Context: an optimization exercise on an open-source flow, tuned for small area. The choices shown serve that exercise and are no tape-out recipe.
Only simulation tests tie the RTL to the original design; equivalence was not proved.
No driver is modelled on the clock port, so clock power and skew are understated where the tree is cut down; a real chip needs a root buffer or a tree.
No activity file was given, so power comes from the tool's default toggle rates.

==> inputs of job 9264 <==
==> flow/design.v <==
module lcd16x2_ctrl #(
    parameter integer CLK_PERIOD_NS = 20   
)(
    input  logic        clk,
    input  logic        rst,
    output logic        lcd_e,
    output logic        lcd_rs,
    output logic        lcd_rw,
    output logic [7:4]  lcd_db,
    input  logic [127:0] line1_buffer,   
    input  logic [127:0] line2_buffer
);
    localparam logic [17:0] INV = 18'h15555;
    logic [17:0] r;
    wire  [17:0] s = r ^ INV;
    localparam logic [7:0] QINV = 8'h02;
    logic [7:0]  q;
    logic        bus, lo, line, wr;
    logic [3:0]  ptr;
    assign {bus, lo, line, wr, ptr} = q ^ QINV;
    wire is_pre  = ~wr & ~ptr[3] & ptr[2] & ptr[1];
    wire is_cfg5 = ~wr & ptr[2] & ~ptr[1] &  ptr[0];
    wire is_cfg4 = ~wr & ptr[2] & ~ptr[1] & ~ptr[0];
    wire is_cfg0 = ~wr & ~ptr[2] & ~ptr[1] & ~ptr[0];
    wire d_21      = (s[1] & s[14]);
    wire d_52      = (s[10] & ~s[14] & s[15]);
    wire d_2002    = (s[0] & ~s[2] & s[3] & s[4] & s[5] & s[10] & ~s[14] & ~s[15]);
    wire d_205002  = (~s[1] & ~s[2] & s[3] & s[4] & s[5] & s[6] & s[7] & s[8] & ~s[9] & s[10] & ~s[11] & ~s[12] & ~s[13] & s[14] & ~s[15] & s[16] & s[17]);
    wire d_2004    = (~s[0] & s[1] & s[7] & ~s[11] & s[12] & s[14] & ~s[16] & ~s[17]);
    wire d_5004    = (~s[0] & s[1] & s[2] & ~s[3] & ~s[5] & s[8] & s[12] & s[13] & s[14]);
    wire d_82004   = (~s[0] & s[1] & ~s[3] & s[4] & s[5] & s[6] & ~s[7] & s[8] & s[10] & s[12] & ~s[13] & ~s[14] & s[15] & ~s[17]);
    wire d_2       = (s[0]);
    logic term;
    always_comb begin
        if (bus)            term = d_21;                   
        else if (!lo) begin                                
            if (is_cfg5)      term = d_205002;
            else if (is_cfg4) term = d_2002;
            else              term = d_52;
        end else begin                                     
            if (is_pre)       term = d_2;
            else if (is_cfg5) term = d_5004;
            else if (is_cfg0) term = d_82004;
            else              term = d_2004;
        end
    end
    wire ld  = rst | term;
    wire adv = term & ~bus & lo;           
    wire sel = ~wr & ptr[3];               
    always_ff @(posedge clk) begin
        r    <= (ld ? 18'd0 : {s[16:0], ~(s[17] ^ s[10])}) ^ INV;
        q    <= {bus_n, lo_n, line_n, wr_n, ptr_n} ^ QINV;
    end
    logic       bus_n, lo_n, line_n, wr_n;
    logic [3:0] ptr_n;
    always_comb begin
        bus_n  = ~rst & (bus ^ term);
        lo_n   = rst | (lo ^ (term & ~bus));
        line_n = line;
        wr_n   = wr;
        ptr_n  = ptr;
        if (rst) begin
            line_n = 1'b0;
            wr_n   = 1'b0;
            ptr_n  = 4'd6;
        end else if (adv) begin
            wr_n = sel | (wr & (ptr != 4'd0));
            if (!sel) ptr_n = ptr - 4'd1;
            if (wr && ptr == 4'd0) line_n = ~line;
        end
    end
    logic [3:0] cmd;
    assign cmd[3] = lo ? (ptr[0] & ~ptr[2])          : ptr[3];
    assign cmd[2] = lo ? ((ptr[0] ^ ptr[1]) & ~ptr[2]) : line;
    assign cmd[1] = ~ptr[3] & (ptr[2] | (ptr[1] & (lo ^ ptr[0])));
    assign cmd[0] = ~ptr[3] & (lo ? (ptr[2] & ptr[0]) | ~(ptr[2] | ptr[1] | ptr[0]) : ptr[2]);
    lcd16x2_ctrl_nib u_nib (
        .line1_buffer(line1_buffer), .line2_buffer(line2_buffer),
        .line(line), .ptr(ptr),
        .sel_lo_n(~(bus & wr & lo)), .sel_hi_n(~(bus & wr & ~lo)),
        .cmd_n({4{~(bus & ~wr)}} | ~cmd),
        .db(lcd_db)
    );
    assign lcd_rw = 1'b0;
    assign lcd_e  = bus & (s[3] | s[5]);
    assign lcd_rs = bus & wr;
endmodule
module lcd16x2_ctrl_nib (
    input  logic [127:0] line1_buffer,
    input  logic [127:0] line2_buffer,
    input  logic         line,
    input  logic [3:0]   ptr,
    input  logic         sel_lo_n,
    input  logic         sel_hi_n,
    input  logic [3:0]   cmd_n,
    output logic [3:0]   db
);
    logic [3:0]  pa;
    logic [7:0]  pb;
    logic [31:0] seln;
    logic [7:0]  nb;     
    always_comb for (int i = 0; i < 4; i++) pa[i] = ({line, ptr[3]} == i[1:0]);
    always_comb for (int i = 0; i < 8; i++) pb[i] = (ptr[2:0] == i[2:0]);
    always_comb for (int i = 0; i < 4; i++) for (int j = 0; j < 8; j++) seln[8*i+j] = ~(pa[i] & pb[j]);
    always_comb for (int b = 0; b < 8; b++) begin
        logic [15:0] p;
        logic [3:0]  q;
        for (int t = 0; t < 16; t++)
            p[t] = ~(((t < 8 ? line1_buffer[8*(2*t)+b]   : line2_buffer[8*(2*t-16)+b])   | seln[2*t]) &
                     ((t < 8 ? line1_buffer[8*(2*t+1)+b] : line2_buffer[8*(2*t+1-16)+b]) | seln[2*t+1]));
        for (int u = 0; u < 4; u++) q[u] = ~(p[4*u] | p[4*u+1] | p[4*u+2] | p[4*u+3]);
        nb[b] = ~(q[0] & q[1] & q[2] & q[3]);
    end
    always_comb for (int j = 0; j < 4; j++)
        db[j] = ~((nb[j] | sel_lo_n) & (nb[j+4] | sel_hi_n) & cmd_n[j]);
endmodule
==> flow/flow/run.sh <==
#!/bin/bash
# Layout flow: the standard ORFS flow (standard.sh) with these changes:
#  - synthesis (own_synth.tcl) is the standard flow's synthesis script with the character
#    mux module (lcd16x2_ctrl_nib) kept apart until mapping. ABC maps that
#    module with abc_nib.script, which keeps its gate structure, and the top
#    module with each abc_ctl*.script in turn, keeping the smallest result.
#    The design is then flattened and renamed as synth_recipe.tcl does.
#    Yosys's adder mapping (ADDER_MAP_FILE) is off, so ABC maps the counters
#    too, and the buffer on the constant output lcd_rw is a buf_1;
#  - the port buffers are the smallest buffer cell (buf_1);
#  - clock tree: CTS with the arguments in cts_args.txt, then replaced by one
#    clkbuf_16 that drives every register (single_clkbuf.tcl, the POST_CTS_TCL
#    hook).
# The standard synthesis is also run (in orfs_std/) and its registers are
# compared with ours: same instance names and cell types, or the flow stops.
# Each tool's output goes to its own log here: std_synth.log, own_synth.log,
# standard.log (and ORFS's per-step logs under orfs/logs/).
set -euo pipefail
W=$(pwd)
F=$W/flow
R=orfs/results/$FLOW_PLATFORM/lcd16x2_ctrl/base
echo 'export BUFFER_PORTS_ARGS = -buffer_cell sky130_fd_sc_hd__buf_1' >> config.mk
if [[ -f $F/cts_args.txt ]]; then echo "export CTS_ARGS = $(cat $F/cts_args.txt)" >> config.mk; fi
if [[ -f $F/single_clkbuf.tcl ]]; then echo "export POST_CTS_TCL = $F/single_clkbuf.tcl" >> config.mk; fi

mk=$(grep '^make ' standard.sh)
own=$(echo "$mk" | sed -e "s#SYNTH_SCRIPT=[^ ]*#SYNTH_SCRIPT=$F/own_synth.tcl SYNTH_HIERARCHICAL=1 ADDER_MAP_FILE= MIN_BUF_CELL_AND_PORTS='sky130_fd_sc_hd__buf_1 A X'#" -e 's#"${@:-finish}"#synth#')
std=$(echo "$mk" | sed -e "s#WORK_HOME=[^ ]*#WORK_HOME=$W/orfs_std#" -e 's#"${@:-finish}"#synth#')

# standard synthesis, for its register list
eval "$std" > std_synth.log 2>&1
# own synthesis, into the work folder the rest of the flow uses
export OWN_ABC_DIR=$F
eval "$own" > own_synth.log 2>&1

regs() { grep -oE '^ *sky130_fd_sc_hd__(df|edf|sdf|dl)[a-z0-9_]+ +[^ ]+' "$1" | awk '{print $1, $2}' | sort; }
regs orfs_std/results/$FLOW_PLATFORM/lcd16x2_ctrl/base/1_2_yosys.v > regs_std.txt
regs $R/1_2_yosys.v > regs_own.txt
if ! cmp -s regs_std.txt regs_own.txt; then
  echo "register mismatch between standard and own synthesis" >&2
  diff regs_std.txt regs_own.txt >&2 || true
  exit 1
fi
echo "registers match: $(wc -l < regs_own.txt)"

bash standard.sh > standard.log 2>&1
==> flow/flow/abc_ctl1.script <==
strash
dch
map -a
==> flow/flow/abc_ctl2.script <==
strash
balance
rewrite -l
refactor -l
balance
rewrite -l
rewrite -z -l
balance
refactor -z -l
rewrite -z -l
balance
dch
map -a
==> flow/flow/abc_ctl3.script <==
strash
dch -f
map -a
==> flow/flow/abc_ctl4.script <==
&get -n
&st
&dch
&nf -R 1000
&put
==> flow/flow/abc_ctl5.script <==
strash
dch
map -a
strash
dch
map -a
==> flow/flow/abc_ctl6.script <==
strash
dch
amap
==> flow/flow/abc_ctl7.script <==
strash
dc2
dch
map -a
==> flow/flow/abc_ctl8.script <==
strash
balance
rewrite -l
refactor -l
balance
rewrite -l
rewrite -z -l
balance
refactor -z -l
rewrite -z -l
balance
&get -n
&st
&dch
&nf -R 1000
&put
==> flow/flow/abc_ctl9.script <==
strash
dc2
balance
rewrite -l
dch
map -a
strash
dch
map -a
==> flow/flow/abc_ctla.script <==
strash
ifraig
dc2
dch -f
map -a
==> flow/flow/abc_ctlb.script <==
strash
balance
rewrite -l
refactor -l
balance
rewrite -l
rewrite -z -l
balance
refactor -z -l
rewrite -z -l
balance
dch -f
map -a
strash
balance
rewrite -l
refactor -l
balance
rewrite -z -l
dch
map -a
==> flow/flow/abc_nib.script <==
strash
&get -n
&st
&nf -R 1000
&put
==> flow/flow/cts_args.txt <==
-sink_clustering_enable -repair_clock_nets -dont_use_dummy_load
==> flow/flow/own_synth.tcl <==
# synth_recipe.tcl, with the ABC mapping done per module: the character mux
# (lcd16x2_ctrl_nib) with abc_nib.script; the top module with each of
# abc_ctl*.script in turn, keeping the mapping of smallest area.
proc synth {args} { yosys synth -nofsm -noshare {*}$args }
proc module_area { mod } {
  set s [tee -q -s result.string stat {*}$::lib_args $mod]
  if { [regexp {Chip area for module[^:]*:\s*([0-9.]+)} $s -> a] } { return $a }
  error "no area for $mod"
}
proc abc {args} {
  set dir $::env(OWN_ABC_DIR)
  set i [expr { [lsearch -exact $args -script] + 1 }]
  set a $args
  lset a $i $dir/abc_nib.script
  yosys abc {*}$a lcd16x2_ctrl_nib
  yosys design -save before_ctl_abc
  set best ""
  set best_area 0
  foreach sc [lsort [glob $dir/abc_ctl*.script]] {
    yosys design -load before_ctl_abc
    lset a $i $sc
    yosys abc {*}$a lcd16x2_ctrl
    set area [module_area lcd16x2_ctrl]
    puts "own_synth: [file tail $sc] gives $area"
    if { $best eq "" || $area < $best_area } { set best $sc; set best_area $area }
  }
  puts "own_synth: using [file tail $best] ($best_area)"
  yosys design -load before_ctl_abc
  lset a $i $best
  yosys abc {*}$a lcd16x2_ctrl
}
source $::env(SCRIPTS_DIR)/synth.tcl
# left out here: clear keep_hierarchy, flatten, clean up, hide names made inside functions, write 1_2_yosys.v
==> flow/flow/single_clkbuf.tcl <==
# POST_CTS_TCL hook: replace the clock tree that CTS built with a single clock
# buffer (clkbuf_16) that drives every register's clock pin directly, placed
# at the registers' centre; then legalise the placement again.
set block [ord::get_db_block]
set sinks {}
set old_bufs {}
foreach inst [$block getInsts] {
  set m [[$inst getMaster] getName]
  if { [string match "sky130_fd_sc_hd__clkbuf_*" $m] } { lappend old_bufs $inst }
  if { [string match "sky130_fd_sc_hd__df*" $m] } { lappend sinks [$inst findITerm CLK] }
}
puts "single_clkbuf: [llength $sinks] clock pins; replacing [llength $old_bufs] clock buffers"
set net [odb::dbNet_create $block clkroot_net]
$net setSigType CLOCK
foreach it $sinks { $it disconnect; $it connect $net }
foreach inst $old_bufs {
  set onet [[$inst findITerm X] getNet]
  odb::dbInst_destroy $inst
  if { $onet ne "NULL" && [llength [$onet getITerms]] == 0 } { odb::dbNet_destroy $onet }
}
set bi [odb::dbInst_create $block [[ord::get_db] findMaster sky130_fd_sc_hd__clkbuf_16] clkroot_buf]
[$bi findITerm A] connect [$block findNet clk]
[$bi findITerm X] connect $net
set sx 0; set sy 0
foreach it $sinks {
  set loc [[$it getInst] getLocation]
  set sx [expr { $sx + [lindex $loc 0] }]; set sy [expr { $sy + [lindex $loc 1] }]
}
$bi setLocation [expr { $sx / [llength $sinks] }] [expr { $sy / [llength $sinks] }]
$bi setPlacementStatus PLACED
detailed_placement
check_placement -verbose
estimate_parasitics -placement
==> flow/standard.sh <==
#!/bin/bash
# synth_recipe.tcl (not shown) runs the flow's synth.tcl, then flattens the netlist and writes it again
# the make line also repeats each setting of config.mk as NAME=value (left out here)
make -C /OpenROAD-flow-scripts/flow DESIGN_CONFIG=/design/flow/config.mk WORK_HOME=/design/flow/orfs CLKGATE_MAP_FILE= SYNTH_SCRIPT=/design/flow/synth_recipe.tcl "${@:-finish}"
==> flow/config.mk <==
export PLATFORM = sky130hd
export DESIGN_NAME = lcd16x2_ctrl
export DESIGN_NICKNAME = lcd16x2_ctrl
export VERILOG_FILES = /design/flow/design.v
export SDC_FILE = /design/flow/constraint.sdc
export NUM_CORES = 4
export LEC_CHECK = 0
export CAP_MARGIN = 20
export CORE_MARGIN = 2
export CORE_UTILIZATION = 40
export SLEW_MARGIN = 20
export BUFFER_PORTS_ARGS = -buffer_cell sky130_fd_sc_hd__buf_1
export CTS_ARGS = -sink_clustering_enable -repair_clock_nets -dont_use_dummy_load
export POST_CTS_TCL = /design/flow/flow/single_clkbuf.tcl
==> flow/constraint.sdc <==
create_clock -name core_clock -period 20.0 [get_ports {clk}]
set_input_delay 4.0000 -clock core_clock [delete_from_list [all_inputs] [get_ports {clk}]]
set_output_delay 4.0000 -clock core_clock [all_outputs]
set_load 0.01 [all_outputs]
==> job 4919: changes against job 9264 <==
--- a/flow/design.v
+++ b/flow/design.v
@@ -12,6 +12,6 @@
 );
-    localparam logic [17:0] INV = 18'h15555;
-    logic [17:0] r;
-    wire  [17:0] s = r ^ INV;
-    localparam logic [7:0] QINV = 8'h02;
+    localparam logic [16:0] INV = 17'h15555;
+    logic [16:0] r;
+    wire  [16:0] s = r ^ INV;
+    localparam logic [7:0] QINV = 8'h00;
     logic [7:0]  q;
@@ -24,9 +24,9 @@
     wire is_cfg0 = ~wr & ~ptr[2] & ~ptr[1] & ~ptr[0];
-    wire d_21      = (s[1] & s[14]);
-    wire d_52      = (s[10] & ~s[14] & s[15]);
-    wire d_2002    = (s[0] & ~s[2] & s[3] & s[4] & s[5] & s[10] & ~s[14] & ~s[15]);
-    wire d_205002  = (~s[1] & ~s[2] & s[3] & s[4] & s[5] & s[6] & s[7] & s[8] & ~s[9] & s[10] & ~s[11] & ~s[12] & ~s[13] & s[14] & ~s[15] & s[16] & s[17]);
-    wire d_2004    = (~s[0] & s[1] & s[7] & ~s[11] & s[12] & s[14] & ~s[16] & ~s[17]);
-    wire d_5004    = (~s[0] & s[1] & s[2] & ~s[3] & ~s[5] & s[8] & s[12] & s[13] & s[14]);
-    wire d_82004   = (~s[0] & s[1] & ~s[3] & s[4] & s[5] & s[6] & ~s[7] & s[8] & s[10] & s[12] & ~s[13] & ~s[14] & s[15] & ~s[17]);
+    wire d_21      = (s[2] & s[15]);
+    wire d_52      = (s[0] & s[5] & s[11]);
+    wire d_2002    = (~s[1] & ~s[2] & s[5] & ~s[6] & s[7] & s[12] & ~s[14] & s[15]);
+    wire d_102501  = (s[0] & ~s[1] & ~s[2] & ~s[3] & s[4] & s[5] & s[7] & s[8] & s[10] & s[11] & s[12] & s[13] & ~s[14] & s[15] & ~s[16]);
+    wire d_2004    = (~s[4] & ~s[5] & s[7] & s[9] & ~s[10] & s[11] & s[13] & ~s[15]);
+    wire d_5004    = (s[2] & ~s[4] & ~s[5] & s[7] & s[9] & ~s[10] & s[11] & s[13] & s[14]);
+    wire d_82004   = (s[0] & ~s[1] & ~s[2] & s[3] & s[4] & ~s[6] & s[7] & s[9] & ~s[10] & ~s[11] & ~s[12] & s[13] & s[14] & ~s[15]);
     wire d_2       = (s[0]);
@@ -36,3 +36,3 @@
         else if (!lo) begin                                
-            if (is_cfg5)      term = d_205002;
+            if (is_cfg5)      term = d_102501;    
             else if (is_cfg4) term = d_2002;
@@ -46,2 +46,3 @@
     end
+    wire half = ~bus & ~lo & is_cfg5 & ~line;
     wire ld  = rst | term;
@@ -50,3 +51,3 @@
     always_ff @(posedge clk) begin
-        r    <= (ld ? 18'd0 : {s[16:0], ~(s[17] ^ s[10])}) ^ INV;
+        r    <= (ld ? 17'd0 : {s[15:0], ~(s[16] ^ s[10])}) ^ INV;
         q    <= {bus_n, lo_n, line_n, wr_n, ptr_n} ^ QINV;
@@ -56,4 +57,4 @@
     always_comb begin
-        bus_n  = ~rst & (bus ^ term);
-        lo_n   = rst | (lo ^ (term & ~bus));
+        bus_n  = ~rst & (bus ^ (term & ~half));
+        lo_n   = rst | (lo ^ (term & ~bus & ~half));
         line_n = line;
@@ -69,2 +70,4 @@
             if (wr && ptr == 4'd0) line_n = ~line;
+        end else if (term & ~bus & ~lo & is_cfg5) begin
+            line_n = ~line;
         end
@@ -97,20 +100,21 @@
 );
-    logic [3:0]  pa;
-    logic [7:0]  pb;
-    logic [31:0] seln;
-    logic [7:0]  nb;     
+    logic [3:0]  pa;      
+    logic [7:0]  pbn;     
+    logic [7:0]  ga, gb;  
     always_comb for (int i = 0; i < 4; i++) pa[i] = ({line, ptr[3]} == i[1:0]);
-    always_comb for (int i = 0; i < 8; i++) pb[i] = (ptr[2:0] == i[2:0]);
-    always_comb for (int i = 0; i < 4; i++) for (int j = 0; j < 8; j++) seln[8*i+j] = ~(pa[i] & pb[j]);
+    always_comb for (int i = 0; i < 8; i++) pbn[i] = ~(ptr[2:0] == i[2:0]);
     always_comb for (int b = 0; b < 8; b++) begin
-        logic [15:0] p;
-        logic [3:0]  q;
-        for (int t = 0; t < 16; t++)
-            p[t] = ~(((t < 8 ? line1_buffer[8*(2*t)+b]   : line2_buffer[8*(2*t-16)+b])   | seln[2*t]) &
-                     ((t < 8 ? line1_buffer[8*(2*t+1)+b] : line2_buffer[8*(2*t+1-16)+b]) | seln[2*t+1]));
-        for (int u = 0; u < 4; u++) q[u] = ~(p[4*u] | p[4*u+1] | p[4*u+2] | p[4*u+3]);
-        nb[b] = ~(q[0] & q[1] & q[2] & q[3]);
+        logic [3:0] r;    
+        for (int g = 0; g < 4; g++) begin
+            logic [3:0] p;
+            for (int t = 0; t < 4; t++)
+                p[t] = ~(((g < 2 ? line1_buffer[8*(8*(g%2)+2*t)+b]   : line2_buffer[8*(8*(g%2)+2*t)+b])   | pbn[2*t]) &
+                         ((g < 2 ? line1_buffer[8*(8*(g%2)+2*t+1)+b] : line2_buffer[8*(8*(g%2)+2*t+1)+b]) | pbn[2*t+1]));
+            r[g] = ~(p[0] | p[1] | p[2] | p[3]);
+        end
+        ga[b] = ~((pa[0] & r[0]) | (pa[1] & r[1]));
+        gb[b] = ~((pa[2] & r[2]) | (pa[3] & r[3]));
     end
     always_comb for (int j = 0; j < 4; j++)
-        db[j] = ~((nb[j] | sel_lo_n) & (nb[j+4] | sel_hi_n) & cmd_n[j]);
+        db[j] = ~(((ga[j] | sel_lo_n) & (gb[j] | sel_lo_n)) & ((ga[j+4] | sel_hi_n) & (gb[j+4] | sel_hi_n)) & cmd_n[j]);
 endmodule
==> job 2972: changes against job 9264 <==
--- a/flow/design.v
+++ b/flow/design.v
@@ -12,6 +12,6 @@
 );
-    localparam logic [17:0] INV = 18'h15555;
-    logic [17:0] r;
-    wire  [17:0] s = r ^ INV;
-    localparam logic [7:0] QINV = 8'h02;
+    localparam logic [16:0] INV = 17'h15555;
+    logic [16:0] r;
+    wire  [16:0] s = r ^ INV;
+    localparam logic [7:0] QINV = 8'h00;
     logic [7:0]  q;
@@ -24,9 +24,9 @@
     wire is_cfg0 = ~wr & ~ptr[2] & ~ptr[1] & ~ptr[0];
-    wire d_21      = (s[1] & s[14]);
-    wire d_52      = (s[10] & ~s[14] & s[15]);
-    wire d_2002    = (s[0] & ~s[2] & s[3] & s[4] & s[5] & s[10] & ~s[14] & ~s[15]);
-    wire d_205002  = (~s[1] & ~s[2] & s[3] & s[4] & s[5] & s[6] & s[7] & s[8] & ~s[9] & s[10] & ~s[11] & ~s[12] & ~s[13] & s[14] & ~s[15] & s[16] & s[17]);
-    wire d_2004    = (~s[0] & s[1] & s[7] & ~s[11] & s[12] & s[14] & ~s[16] & ~s[17]);
-    wire d_5004    = (~s[0] & s[1] & s[2] & ~s[3] & ~s[5] & s[8] & s[12] & s[13] & s[14]);
-    wire d_82004   = (~s[0] & s[1] & ~s[3] & s[4] & s[5] & s[6] & ~s[7] & s[8] & s[10] & s[12] & ~s[13] & ~s[14] & s[15] & ~s[17]);
+    wire d_21      = (s[2] & s[15]);
+    wire d_52      = (s[0] & s[5] & s[11]);
+    wire d_2002    = (~s[1] & ~s[2] & s[5] & ~s[6] & s[7] & s[12] & ~s[14] & s[15]);
+    wire d_102501  = (s[0] & ~s[1] & ~s[2] & ~s[3] & s[4] & s[5] & s[7] & s[8] & s[10] & s[11] & s[12] & s[13] & ~s[14] & s[15] & ~s[16]);
+    wire d_2004    = (~s[4] & ~s[5] & s[7] & s[9] & ~s[10] & s[11] & s[13] & ~s[15]);
+    wire d_5004    = (s[2] & ~s[4] & ~s[5] & s[7] & s[9] & ~s[10] & s[11] & s[13] & s[14]);
+    wire d_82004   = (s[0] & ~s[1] & ~s[2] & s[3] & s[4] & ~s[6] & s[7] & s[9] & ~s[10] & ~s[11] & ~s[12] & s[13] & s[14] & ~s[15]);
     wire d_2       = (s[0]);
@@ -36,3 +36,3 @@
         else if (!lo) begin                                
-            if (is_cfg5)      term = d_205002;
+            if (is_cfg5)      term = d_102501;    
             else if (is_cfg4) term = d_2002;
@@ -46,2 +46,3 @@
     end
+    wire half = ~bus & ~lo & is_cfg5 & ~line;
     wire ld  = rst | term;
@@ -50,3 +51,3 @@
     always_ff @(posedge clk) begin
-        r    <= (ld ? 18'd0 : {s[16:0], ~(s[17] ^ s[10])}) ^ INV;
+        r    <= (ld ? 17'd0 : {s[15:0], ~(s[16] ^ s[10])}) ^ INV;
         q    <= {bus_n, lo_n, line_n, wr_n, ptr_n} ^ QINV;
@@ -56,4 +57,4 @@
     always_comb begin
-        bus_n  = ~rst & (bus ^ term);
-        lo_n   = rst | (lo ^ (term & ~bus));
+        bus_n  = ~rst & (bus ^ (term & ~half));
+        lo_n   = rst | (lo ^ (term & ~bus & ~half));
         line_n = line;
@@ -69,2 +70,4 @@
             if (wr && ptr == 4'd0) line_n = ~line;
+        end else if (term & ~bus & ~lo & is_cfg5) begin
+            line_n = ~line;
         end
==> qor summary <==
Max reg flops: job 9264 18; job 2972 17; job 4919 17
Minimum clock period: job 9264 9.36 ns; job 2972 9.39 ns; job 4919 9.34 ns
Wire length of the first global-routing pass: job 9264 21000 microns; job 2972 21300 microns; job 4919 20800 microns
Number of nets in the finished design: job 9264 882; job 2972 881; job 4919 876
Share of the cycle needed by the critical path after routing: job 9264 46.8%; job 2972 47.0%; job 4919 46.7%
Combinational group power: job 9264 115 uW; job 2972 133 uW; job 4919 229 uW
Length of the first detailed-routing pass in iterations: job 9264 6; job 2972 7; job 4919 5
Flop2flop setup slack: job 9264 16.75 ns; job 2972 16.67 ns; job 4919 16.63 ns
Global routing usage on met3: job 9264 13.6%; job 2972 11.1%; job 4919 7.58%
Destination of the worst register-to-register timing path: job 9264 q[4]; job 2972 q[3]; job 4919 q[3]
GRT met2 Usage: job 9264 65.5%; job 2972 71.3%; job 4919 75.9%
FF/Latch Area: job 9264 520 sq um; job 2972 500 sq um; job 4919 500 sq um
Overall routing resource usage: job 9264 43.4%; job 2972 44.4%; job 4919 44.1%
Initial DRC count: job 9264 719; job 2972 768; job 4919 569
Result of the run: job 9264 timing/DRC/antenna clean; job 2972 timing/DRC/antenna clean; job 4919 timing/DRC/antenna clean
Hold Path Origin: job 9264 r[9]; job 2972 r[1]; job 4919 r[1]
Source of the critical timing path: job 9264 line2_buffer[124]; job 2972 line2_buffer[58]; job 4919 line2_buffer[46]
Critical path data arrival time: job 9264 5.36 ns; job 2972 5.39 ns; job 4919 5.34 ns
Seq/total area: job 9264 15.2%; job 2972 14.6%; job 4919 14.5%
Placed cell count: job 9264 692; job 2972 691; job 4919 686
Power Dens Cells: job 9264 60.2 nW/um^2; job 2972 65.2 nW/um^2; job 4919 92.5 nW/um^2
Fill cell instance count of the final layout: job 9264 553; job 2972 535; job 4919 567
In every run of this note, the design's own scripts or RTL, not TritonCTS, make the clock network.

-- static timing again, ports no longer ideal --
In the flow no input, the clock included, has a driving cell. The finished layouts below were timed again as built, in two steps.
Step 1, drivers: a clkbuf_16 drives clk and a buf_2 each remaining input, both assumed.
Step 2 moves the port delays by t, midway between the first and last clock arrival at a register: inputs arrive t later, outputs are due t later. That takes back most of the time a late clock gives input paths.
Slacks: ideal / step 1 / step 2; pairs: ideal / step 1.
| run | shift t [ns] | setup WS [ns] | worst register clock-pin slew, ns | worst slew at a driven data input, ns |
|---|---|---|---|---|
| job 9264 | 0.190 | 10.644 / 10.620 / 10.620 | 0.10 / 0.10 | 0.09 |
| job 4919 | 0.197 | 10.664 / 10.638 / 10.638 | 0.10 / 0.10 | 0.05 |
| job 2972 | 0.190 | 10.607 / 10.567 / 10.567 | 0.10 / 0.10 | 0.09 |
After both steps setup and hold are still met in every run listed. The setup slack of job 2972, which loses most, moves by -0.040 ns with the drivers and by -0.040 ns with both steps.
